Context: an optimization exercise on an open-source flow, tuned for small area, a short achievable clock period and few clock cycles. The choices shown serve that exercise and are no tape-out recipe.
No run shown here included a check of the RTL's function; only the layout flow was run.
Power is estimated from default activity; no workload was simulated.

==> flow/design.v (outline; a module is shown in full before it is edited, if it fits) <==
// module PrefixAdder: 35 lines
// module BoothDaddaMul33: 1709 lines
// module PipelinedMultiplierUnit: 101 lines
// module QuickDivider: 183 lines
// module DividerUnit: 50 lines
// module MulDivUnit: 103 lines
module MulDivUnit (
    input logic clk,
    input logic rst,
    input logic stall,
    input logic [DATA_WIDTH-1:0] dataInA,
    input logic [DATA_WIDTH-1:0] dataInB,
    input logic mulGetUpper,
    input logic [1:0] mulCode,
    input logic [1:0] divCode,
    input logic divReset,
    input logic divResetFromCI_Stage,
    input logic divReq,
    input logic divAcquire,
    input logic divRelease,
    output logic [DATA_WIDTH-1:0] mulDataOut,
    output logic [DATA_WIDTH-1:0] divDataOut,
    output logic divFinished,
    output logic divBusy,
    output logic divReserved,
    output logic divFree
);
  // ...
==> flow/run.sh <==
#!/bin/bash
# synth_recipe.tcl (not shown) runs the flow's synth.tcl, then flattens the netlist and writes it again
# the make line also repeats each setting of config.mk as NAME=value (left out here)
make -C /OpenROAD-flow-scripts/flow DESIGN_CONFIG=/design/flow/config.mk WORK_HOME=/design/flow/orfs CLKGATE_MAP_FILE= SYNTH_SCRIPT=/design/flow/synth_recipe.tcl finish
==> flow/config.mk <==
export PLATFORM = sky130hd
export DESIGN_NAME = MulDivUnit
export DESIGN_NICKNAME = MulDivUnit
export VERILOG_FILES = /design/flow/design.v
export SDC_FILE = /design/flow/constraint.sdc
export NUM_CORES = 4
export LEC_CHECK = 0
export ABC_AREA = 1
export CAP_MARGIN = 20
export CORE_MARGIN = 2
export CORE_UTILIZATION = 40
export SETUP_SLACK_MARGIN = 5.0
export SLEW_MARGIN = 20
export TNS_END_PERCENT = 1
==> flow/constraint.sdc <==
create_clock -name core_clock -period 10.0 [get_ports {clk}]
set_input_delay 2.0000 -clock core_clock [delete_from_list [all_inputs] [get_ports {clk}]]
set_output_delay 2.0000 -clock core_clock [all_outputs]
set_load 0.01 [all_outputs]
==> run notes, run 1 <==
The final critical path takes up 53.7% of the cycle. The floorplan die width came out at 345 um. The first global-routing pass estimated 281000 um of wire. For the worst clock skew, the log shows 0.0340 ns. The post-layout instance count excluding filler cells is 7329. The startpoint of the lowest-slack register-to-register path was mulUnit.exSrcA_Reg[31].

In this run the worst path has a maximum fanout of 3. The endpoint identified for the worst register-to-register timing path is mulUnit.lowerGenReg[7]. The signal on the critical path passes through a21oi_2 > o21ai_1 > buf_4 > nand3_1 > and2_4 > o21ai_2 > nand2_2 > buf_12 > clkinvlp_4 > buf_6 > buf_8 > nand2_1 > nand2_1 > xor2_1 > clkdlybuf4s50_1.

After synthesis the cells add up to 0.0466 mm2. Combinational logic is responsible for 84.5% of the overall power. For this run, design rule violations remaining after detail routing come to 0. In the synthesized netlist the async set-or-reset flop fraction comes to 0%. Post-cts gate resize count: 274. Global routing used 31.4% of the available tracks. In this run the most critical hold path is launched from divUnit.div.regCount[0]. Transition time at the pin with the least slew margin: 1.05 ns. The critical path arrival is 3.37 ns. The count of final max-slew check failures is 0.

Summed over all layers, the global routing overflow is 0. Counting buffers and inverters, the worst setup path is 15 cells deep. Following the worst setup path forward leads to its endpoint at mulDataOut[4].

Among all cell classes, the greatest summed area belongs to multi-input combinational cells. More flip-flops sit in one register than any other, and that register is mulUnit.exSrcA_Reg. Across the whole layout, storage elements account for 0.00743 mm2.

The critical path class is reg -> out. Of the cells placed in the final design, the portion with a size suffix greater than 1 is 9.99%. Combinational cells consume a total of 19.2 mW. Number of ordinary and repair buffers in the finished layout: 369.

Combinational family with the most area after synthesis: adder cells. Portion of the layout cell area used by clock cells: 2.03%. Once placement finished, the instance area stood at 0.0495 mm2.

The path with the worst hold slack has its endpoint at divUnit.div.regCount[0]. The flow ran to the end and the layout has no timing, DRC or antenna violations.
==> module QuickDivider, before the edit <==
module QuickDivider(
    input logic clk,
    input logic req,               
    input logic busy,              
    input BasicTypes::DataPath dividend,
    input BasicTypes::DataPath divisor,
    input logic isSigned,
    input logic wantRemainder,     
    output logic doneAtReq,        
    output logic doneNext,         
    output BasicTypes::DataPath result     
);
    localparam SHIFT_WIDTH = $clog2(DATA_WIDTH) + 1;    
    localparam POS_WIDTH = $clog2(DATA_WIDTH);
    function automatic logic [POS_WIDTH-1:0] MsbPosition(
        input BasicTypes::DataPath value
    );
        logic [DATA_WIDTH-1:0] any;
        logic [DATA_WIDTH-1:0][POS_WIDTH-1:0] pos;
        any = value;
        pos = '0;
        for (int l = 0; l < POS_WIDTH; l++) begin
            for (int k = 0; k < (DATA_WIDTH >> (l+1)); k++) begin
                pos[k] = any[2*k+1] ? pos[2*k+1] : pos[2*k];
                pos[k][l] = any[2*k+1];
                any[k] = any[2*k+1] | any[2*k];
            end
        end
        MsbPosition = pos[0];
    endfunction
    function automatic logic LowOnes(
        input BasicTypes::DataPath value
    );
        LowOnes = !(|(value[DATA_WIDTH-1:1] & ~value[DATA_WIDTH-2:0]));
    endfunction
    BasicTypes::DataPath regR, regQ, regD;
    logic [SHIFT_WIDTH-2:0] regHalfShift;   
    logic [SHIFT_WIDTH-2:0] regCount;      
    logic regFirst;                        
    logic signA, signB;
    BasicTypes::DataPath onesA, onesB;     
    BasicTypes::DataPath absA, absB;
    logic divisorIsZero, lessThan, lessEqual, nextTo, dividendIsSmaller;
    BasicTypes::DataPath diffBits;
    logic [POS_WIDTH-1:0] posA, posB;
    logic upA, upB;
    logic [POS_WIDTH:0] distance;
    logic [SHIFT_WIDTH-2:0] halfShift;
    logic [DATA_WIDTH:0] shiftedD;         
    logic [DATA_WIDTH:0] shiftedFine;
    BasicTypes::DataPath alignedD;
    logic [DATA_WIDTH:0] diff1;
    BasicTypes::DataPath diffA;
    logic [DATA_WIDTH+2:0] diffB;
    logic [DATA_WIDTH+2:0] csaX, csaY, csaZ, csaS, csaC;
    logic carry1, carryA;
    logic ge1, ge2, geB;
    BasicTypes::DataPath r2;
    PrefixAdder #(.WIDTH(DATA_WIDTH+1)) sub1 (
        .a({1'b0, regR}),
        .b(~{alignedD, 1'b0}),
        .cin(1'b1),
        .sum(diff1),
        .cout(carry1),
        .gAll(),
        .pAll()
    );
    PrefixAdder #(.WIDTH(DATA_WIDTH)) subA (
        .a(regR),
        .b(~alignedD),
        .cin(1'b1),
        .sum(diffA),
        .cout(carryA),
        .gAll(),
        .pAll()
    );
    always_comb begin
        csaX = {3'b0, regR};
        csaY = ~{3'b0, alignedD};
        csaZ = ~{2'b0, alignedD, 1'b0};
        csaS = csaX ^ csaY ^ csaZ;
        csaC = {(csaX[DATA_WIDTH+1:0] & csaY[DATA_WIDTH+1:0]) |
                (csaX[DATA_WIDTH+1:0] & csaZ[DATA_WIDTH+1:0]) |
                (csaY[DATA_WIDTH+1:0] & csaZ[DATA_WIDTH+1:0]), 1'b1};
    end
    PrefixAdder #(.WIDTH(DATA_WIDTH+3)) subB (
        .a(csaS),
        .b(csaC),
        .cin(1'b1),
        .sum(diffB),
        .cout(),
        .gAll(),
        .pAll()
    );
    logic cmpG, cmpP;
    PrefixAdder #(.WIDTH(DATA_WIDTH)) cmp (
        .a(onesA),
        .b(~onesB),
        .cin(1'b0),
        .sum(),
        .cout(),
        .gAll(cmpG),
        .pAll(cmpP)
    );
    always_comb begin
        signA = isSigned && dividend[DATA_WIDTH-1];
        signB = isSigned && divisor[DATA_WIDTH-1];
        onesA = signA ? ~dividend : dividend;
        onesB = signB ? ~divisor : divisor;
        absA = onesA + {{(DATA_WIDTH-1){1'b0}}, signA};
        absB = onesB + {{(DATA_WIDTH-1){1'b0}}, signB};
        divisorIsZero = (divisor == '0);
        lessThan = !(cmpG || cmpP);
        lessEqual = !cmpG;
        diffBits = onesA ^ onesB;
        nextTo = LowOnes(diffBits) && (diffBits != '0) &&
                 ((onesB & diffBits) == (diffBits & ~(diffBits >> 1)));
        if (signA == signB) begin
            dividendIsSmaller = lessThan;
        end
        else if (signB) begin
            dividendIsSmaller = lessEqual;
        end
        else begin
            dividendIsSmaller = lessThan && !nextTo;
        end
        doneAtReq = divisorIsZero || dividendIsSmaller;
        posA = MsbPosition(onesA);
        posB = MsbPosition(onesB);
        upA = signA && LowOnes(onesA) && (onesA != '0);
        upB = signB && LowOnes(onesB) && (onesB != '0);
        distance = {1'b0, posA} + {1'b0, ~posB} + {{POS_WIDTH{1'b0}}, upA} + {{POS_WIDTH{1'b0}}, !upB};
        halfShift = {1'b0, distance[POS_WIDTH-1:1]};
        shiftedFine = '0;
        for (int v = 0; v < 4; v++) begin
            if (regHalfShift[1:0] == v) begin
                shiftedFine = shiftedFine | ({1'b0, regD} << (2*v));
            end
        end
        shiftedD = '0;
        for (int u = 0; u <= (DATA_WIDTH / 8); u++) begin
            if (regHalfShift[SHIFT_WIDTH-2:2] == u) begin
                shiftedD = shiftedD | (shiftedFine << (8*u));
            end
        end
        alignedD = shiftedD[DATA_WIDTH-1:0];
        ge1 = carry1;                        
        geB = !diffB[DATA_WIDTH+2];          
        ge2 = ge1 ? geB : carryA;
        if (ge1) begin
            r2 = geB ? diffB[DATA_WIDTH-1:0] : diff1[DATA_WIDTH-1:0];
        end
        else begin
            r2 = carryA ? diffA : regR;
        end
        doneNext = regFirst ? (regHalfShift == '0) : (regCount == 1);
        result = regR;
    end
    logic regWantRemainder;
    always_ff @(posedge clk) begin
        if (req) begin
            regWantRemainder <= wantRemainder;
            regR <= (doneAtReq && !wantRemainder) ? (divisorIsZero ? '1 : '0) : absA;
            regQ <= '0;
        end
        else if (busy) begin
            regR <= (doneNext && !regWantRemainder) ? {regQ[DATA_WIDTH-3:0], ge1, ge2} : r2;
            regQ <= {regQ[DATA_WIDTH-3:0], ge1, ge2};
        end
    end
    always_ff @(posedge clk) begin
        regFirst <= req;
        if (req) begin
            regD <= absB;
            regHalfShift <= halfShift;
        end
        else begin
            regD <= {2'b0, shiftedD[DATA_WIDTH-1:2]};
            regHalfShift <= '0;
        end
        regCount <= regFirst ? regHalfShift : regCount - 1;
    end
endmodule : QuickDivider
==> module DividerUnit, before the edit <==
module DividerUnit (
    input logic clk,
    input logic req,
    input logic busy,
    input BasicTypes::DataPath fuOpA_In,
    input BasicTypes::DataPath fuOpB_In,
    input OpFormatTypes::IntDIV_Code divCode,
    output logic doneAtReq,
    output logic doneNext,
    output BasicTypes::DataPath dataOut
);
    localparam LEVELS = $clog2(DATA_WIDTH);
    logic isSigned, isRem, signA, signB;
    BasicTypes::DataPath result;
    logic regNegate;
    BasicTypes::DataPath lowOr [LEVELS+1];
    QuickDivider div (
        .clk(clk),
        .req(req),
        .busy(busy),
        .dividend(fuOpA_In),
        .divisor(fuOpB_In),
        .isSigned(isSigned),
        .wantRemainder(isRem),
        .doneAtReq(doneAtReq),
        .doneNext(doneNext),
        .result(result)
    );
    always_comb begin
        isSigned = (divCode == AC_DIV) || (divCode == AC_REM);
        isRem = (divCode == AC_REM) || (divCode == AC_REMU);
        signA = isSigned && fuOpA_In[DATA_WIDTH-1];
        signB = isSigned && fuOpB_In[DATA_WIDTH-1];
        lowOr[0] = {result[DATA_WIDTH-2:0], 1'b0};
        for (int l = 0; l < LEVELS; l++) begin
            lowOr[l+1] = lowOr[l] | (lowOr[l] << (1 << l));
        end
        dataOut = result ^ ({DATA_WIDTH{regNegate}} & lowOr[LEVELS]);
    end
    always_ff @(posedge clk) begin
        if (req) begin
            if (isRem) begin
                regNegate <= signA;
            end
            else begin
                regNegate <= (signA ^ signB) && (fuOpB_In != '0);
            end
        end
    end
endmodule : DividerUnit
==> inputs of run 2 (changes only) <==
--- a/flow/design.v
+++ b/flow/design.v
@@ -1875,10 +1875,10 @@
     input BasicTypes::DataPath dividend,
     input BasicTypes::DataPath divisor,
     input logic isSigned,
-    input logic wantRemainder,     
     output logic doneAtReq,        
     output logic doneNext,         
-    output BasicTypes::DataPath result     
+    output BasicTypes::DataPath quotient,
+    output BasicTypes::DataPath remainder
 );
     localparam SHIFT_WIDTH = $clog2(DATA_WIDTH) + 1;    
     localparam POS_WIDTH = $clog2(DATA_WIDTH);
@@ -2024,17 +2024,16 @@
             r2 = carryA ? diffA : regR;
         end
         doneNext = regFirst ? (regHalfShift == '0) : (regCount == 1);
-        result = regR;
+        quotient = regQ;
+        remainder = regR;
     end
-    logic regWantRemainder;
     always_ff @(posedge clk) begin
         if (req) begin
-            regWantRemainder <= wantRemainder;
-            regR <= (doneAtReq && !wantRemainder) ? (divisorIsZero ? '1 : '0) : absA;
-            regQ <= '0;
+            regR <= absA;
+            regQ <= divisorIsZero ? '1 : '0;
         end
         else if (busy) begin
-            regR <= (doneNext && !regWantRemainder) ? {regQ[DATA_WIDTH-3:0], ge1, ge2} : r2;
+            regR <= r2;
             regQ <= {regQ[DATA_WIDTH-3:0], ge1, ge2};
         end
     end
@@ -2066,8 +2065,8 @@
 );
     localparam LEVELS = $clog2(DATA_WIDTH);
     logic isSigned, isRem, signA, signB;
-    BasicTypes::DataPath result;
-    logic regNegate;
+    BasicTypes::DataPath quotient, remainder, result;
+    logic regNegate, regIsRem;
     BasicTypes::DataPath lowOr [LEVELS+1];
     QuickDivider div (
         .clk(clk),
@@ -2076,16 +2075,17 @@
         .dividend(fuOpA_In),
         .divisor(fuOpB_In),
         .isSigned(isSigned),
-        .wantRemainder(isRem),
         .doneAtReq(doneAtReq),
         .doneNext(doneNext),
-        .result(result)
+        .quotient(quotient),
+        .remainder(remainder)
     );
     always_comb begin
         isSigned = (divCode == AC_DIV) || (divCode == AC_REM);
         isRem = (divCode == AC_REM) || (divCode == AC_REMU);
         signA = isSigned && fuOpA_In[DATA_WIDTH-1];
         signB = isSigned && fuOpB_In[DATA_WIDTH-1];
+        result = regIsRem ? remainder : quotient;
         lowOr[0] = {result[DATA_WIDTH-2:0], 1'b0};
         for (int l = 0; l < LEVELS; l++) begin
             lowOr[l+1] = lowOr[l] | (lowOr[l] << (1 << l));
@@ -2094,6 +2094,7 @@
     end
     always_ff @(posedge clk) begin
         if (req) begin
+            regIsRem <= isRem;
             if (isRem) begin
                 regNegate <= signA;
             end
==> run notes, run 2 <==
The required time at the endpoint of the critical path is 10.52 ns (was 8.00 ns), and the final routed wirelength across all metal layers is 191000 um (about the same). The number of synthesized flops with an enable pin came out at 230 (was 198). Type of the worst min-delay path: reg -> reg (unchanged).

The number of antenna-violating nets in the routed design was 0 (unchanged). The flow ran to the end and the layout has no timing, DRC or antenna violations. The transition time at the pin with the least slew margin came out at 1.16 ns (was 1.05 ns). The tools report the H-tree depth as 2 (unchanged).

The sequential share of power is 9.8% (was 10.1%), and the share of the core filled with cells in the final layout is 45.6% (about the same). For the final total negative setup slack, the log shows 0 ns (unchanged). Setup repair after global routing could not meet its margin everywhere.

The final non-filler cell area was 0.0531 mm2 (was 0.0529 mm2); the count of unresolved DRC violations after routing was 0 (unchanged). The buffer levels on the longest clock path was 3 (unchanged); the worst slew slack as a fraction of its limit was 22.4% (was 29.7%). The reported net switching power was 12.3 mW (was 12.2 mW); the number of buffers added to fix hold violations after cts was 0 (unchanged). The async set-reset flop share out of synthesis works out to 0% (unchanged).

Critical register-to-register path endpoint: mulUnit.lowerGenReg[7] (unchanged). The run gives 6.5% (was 5.4%) as the clock network fraction of total power. The number of clock buffers inserted by TritonCTS is 39 (was 35). The critical path class was in -> reg (was reg -> out). Top area cells in the synthesized netlist: fa_1, edfxtp_1, xor2_1 (was fa_1, xor2_1, edfxtp_1). Warning count from the yosys run: 17 (unchanged). The number of storage elements in the synthesis netlist was 274 (was 272).

The post-detailed-placement cell area is 0.0498 mm2 (was 0.0495 mm2), and the share of Yosys cell area claimed by the top area cell type is 20.9% (was 21.1%). The logs give 42.7k (was 43.0k) for the via total after detailed routing and 40.3% (was 40.2%) for the initial core utilization. Highest-count cells in the layout ignoring fill and taps: inv_1, xor2_1, nand2_1 (unchanged). The most used flip-flop cell after synthesis is edfxtp_1 (unchanged). The average wire length per cell after detail routing was 26.2 um (was 26.1 um). The tools report the kind of capture point of the worst setup path as a flop (was an output pin). The half-perimeter wire length after detailed placement is 140000 um (was 141000 um). TritonCTS built the clock tree. The average vias per placed instance was 5.84 (was 5.86); the largest vdd supply drop was 819 uV (was 610 uV). Total nets after synthesis: 6546 (was 6569). The minimum clock period came out at 5.46 ns (was 5.37 ns). The routability congestion estimate from global placement is 0.990 (was 1.01), and the logic gate share of total power is 83.6% (was 84.5%).

Number of max-cap violations: 0 (unchanged). Commonest non-fill, non-tap cell in the layout: inv_1 (unchanged). The run gives 6 (was 5) as the initial antenna violation count. Dominant cell type by area after synthesis: fa_1 (unchanged). Synthesis-to-layout area growth: 13.1% (was 13.5%). The most flop-heavy register was mulUnit.exSrcA_Reg (unchanged). Number of port buffers: 144 (unchanged). The count of final max-slew check failures was 0 (unchanged); the power density relative to cell area was 434 mW/mm2 (was 431 mW/mm2). The run gives 0.0469 mm2 (was 0.0466 mm2) as the cell area after synthesis.

The reg-to-reg setup timing slack came out at 4.62 ns (was 4.63 ns). The highest fanout seen on the critical path is 7 (was 3), and the row count is 125 (unchanged). Ratio of cells with drive above 1 in the final layout: 9.49% (was 9.99%).

The total grt overflow came out at 0 (unchanged). The floorplan die width came out at 347 um (was 345 um). The dominant cell by count in the synthesized netlist is inv_1 (unchanged). For the worst-skew pair later-pin latency, the log shows 0.66 ns (was 0.60 ns).

The number of iterations in the first detailed-routing pass was 5 (was 9); the overall power consumption was 23.0 mW (was 22.8 mW). The worst hold path startpoint is divUnit.div.regCount[4] (was divUnit.div.regCount[0]). The switching share of total power was 53.3% (was 53.7%); the total routing resource utilization after global routing was 31.3% (was 31.4%). Leading post-synthesis cells by instance count: inv_1, nand2_1, xor2_1 (was inv_1, xor2_1, nand2_1). The tools report the leakage power as 23.1 nW (was 23.0 nW). The violation count after the first detailed-routing iteration was 4717 (was 5340); the proportion of synthesized chip area in sequential cells was 16.6% (was 15.9%). For the total I/O pin count, the log shows 145 (unchanged). The maximum number of pins on one net before global-route repair is 165 (was 110), and the hold violation total from the final report is 0 (unchanged). The master cell of the clock root buffer was clkbuf_16 (unchanged). The tools report the critical path arrival as 5.98 ns (was 3.37 ns). The startpoint of the lowest-slack register-to-register path was mulUnit.boothOneReg[8] (was mulUnit.exSrcA_Reg[31]). The run gives 0.120 mm2 (was 0.119 mm2) as the full die area.

The vertical die dimension was 347 um (was 345 um). The core outline area is 0.116 mm2 (about the same), and the period utilization is 54.6% (was 53.7%). The run gives 0 (unchanged) as the count of final setup violators. The run gives 6618 (was 6640) as the number of nets in the layout. The sink of the worst hold path was divUnit.div.regCount[4] (was divUnit.div.regCount[0]). The run gives 5685 (was 5708) as the synthesized instance count. The worst hold path cell count works out to 2 (was 1). Kind of launch point of the worst setup path: an input pin (was a flop).

Worst clock skew: 0.0456 ns (was 0.0340 ns). The TritonCTS sink count came out at 274 (was 272). The number of distinct library cells after synthesis is 69 (was 65), and the number of flip-flops under the largest register name is 33 (unchanged).

The wire length of the first global-routing pass came out at 281000 um (about the same). For the via count of the first global-routing pass, the log shows 42.2k (was 42.6k). The tools report the cell-internal power as 10.8 mW (was 10.5 mW). The peak clock frequency supported by timing is 0.183 GHz (was 0.186 GHz), and the mean cell area of the mapped netlist is 8.26 um2 (was 8.16 um2).

The length in cells of the worst reg-to-reg path is 14 (was 13), and the clock transition at the registers of the reported paths is 0.08 ns (was 0.06 ns).
run 2: cell count changes in the layout (fill, tap and decap cells not counted), moves of 18 or more:
cell	before	now
a21oi_1	248	187
edfxtp_1	198	230
clkdlybuf4s50_1	77	96
dfxtp_1	72	42
nor2_1	317	292
clkinv_1	23	3
dlygate4sd2_1	38	20
inv_1	737	780
nand2_1	703	723
run 2: power groups by stage:
| stage | clock network (mW) | registers [mW] | logic [mW] |
|---|---|---|---|
| global placement | 0 | 2.26 | 18.8 |
| CTS | 1.53 | 2.26 | 19.2 |
| detailed placement | 0 | 2.27 | 19.1 |
| floorplan | 0 | 2.19 | 12.2 |
| global route | 1.57 | 2.29 | 21.6 |
| finish | 1.50 | 2.27 | 19.3 |
run 2: critical path: stages:
cell	delay, ns
clkdlybuf4s50_1	0.82
xor2_4	0.36
nand2_1	0.16
nor2_1	0.16
nand2_2	0.10
nor2_4	0.17
inv_1	0.12
o41ai_4	0.46
fa_1	0.48
inv_1	0.08
nand3_1	0.10
fa_1	0.43
nor3_1	0.22
a211oi_1	0.09
o21ai_0	0.17
a21oi_1	0.06
run 2: metal layers:
metal | wire length (um) | up-vias | global-route usage [%]
met5 | 53 | - | 0
met4 | 11500 | 8 | 14.9
met3 | 18300 | 545 | 6.88
met2 | 84900 | 2246 | 49.2
met1 | 76500 | 20900 | 41.0
li1 | - | 19000 | -
run 2: layout make-up:
type	count	area [um2]
Antenna cell	3	7.51
Clock buffer	49	1130
Clock inverter	23	239
Fill cell	11600	63300
Inverter	827	3160
Multi-Input combinational cell	4255	35500
Sequential cell	274	7790
Tap cell	1524	1910
Timing Repair Buffer	358	3340
Timing Repair inverter	2	15.0
run 2: what timing repair did:
| action | in CTS | in global routing |
|---|---|---|
| endpoints found under the setup margin | 223 | 213 |
| resized for setup | 227 | 85 |
| pin swaps | 23 | 18 |
| cloned | 7 | 1 |
| buffers inserted | 62 | 36 |
run 2: cell families (layout without fill, tap and decap cells):
family | Yosys count | after routing | share of synthesized area [%]
and+or+nand+nor | 1452 | 1454 | 13.4
AOI/OAI and AO/OA | 1165 | 1165 | 14.7
buffers and inverters | 1158 | 1259 | 9.56
xor gates and xnor gates | 833 | 833 | 16.6
adders and majority gates | 784 | 784 | 28.7
DFF | 274 | 274 | 16.6
muxes | 19 | 19 | 0.421
other | 0 | 3 | 0
run 2: worst max-delay path by stage:
| stage | from | slack (ns) | endpoint |
|---|---|---|---|
| detailed placement | divCode[0] | 2.82 | divUnit.div.regHalfShift[3] |
| floorplan | divCode[0] | 4.65 | divUnit.div.regHalfShift[3] |
| finish | dataInA[27] | 4.54 | divUnit.div.regHalfShift[3] |
| global placement | divCode[0] | 2.85 | divUnit.div.regHalfShift[3] |
| global route | divUnit.regIsRem | 4.42 | divDataOut[27] |
| CTS | divUnit.regIsRem | 4.56 | divDataOut[27] |
run 2: stage by stage:
| step | hold slack [ns] | cells | setup WS, ns |
|---|---|---|---|
| 3_3_place_gp | 0.463 | 7134 | 2.85 |
| 4_1_cts | 0.479 | 7275 | 4.56 |
| 6_report | 0.475 | 7315 | 4.54 |
| 2_1_floorplan | 0.450 | 5685 | 4.65 |
| 3_5_place_dp | 0.471 | 7134 | 2.82 |
| 5_1_grt | 0.498 | 7312 | 4.42 |

==> separate check: timing with driven ports <==
The results above use ideal ports. As a check the final layouts listed here were re-extracted and re-timed, cells and wires unchanged. Step 1 (the two cells are an assumption about what drives the block):
set clk [get_ports {clk}]
set_driving_cell -lib_cell sky130_fd_sc_hd__clkbuf_16 $clk
set_driving_cell -lib_cell sky130_fd_sc_hd__buf_2 [delete_from_list [all_inputs] $clk]
Step 2 moves the port delays by t, midway between the first and last clock arrival at a register: inputs arrive t later, outputs are due t later. That takes back most of the time a late clock gives input paths. a / b / c = ideal ports / drivers / drivers and shift; a / b = the first two.
run | shift t [ns] | setup slack, ns | worst hold slack (ns) | worst register clock-pin slew, ns | pins driven straight from the clock port
run 1 | 0.663 | 4.625 / 4.549 / 4.017 | 0.495 / 0.495 / 0.495 | 0.07 / 0.07 | 1
run 2 | 0.706 | 4.538 / 4.536 / 3.881 | 0.475 / 0.475 / 0.475 | 0.08 / 0.08 | 1
After both steps every run listed still meets setup and hold. For run 2, which loses most, drivers alone change the setup slack by -0.002 ns; drivers and shift together by -0.657 ns.
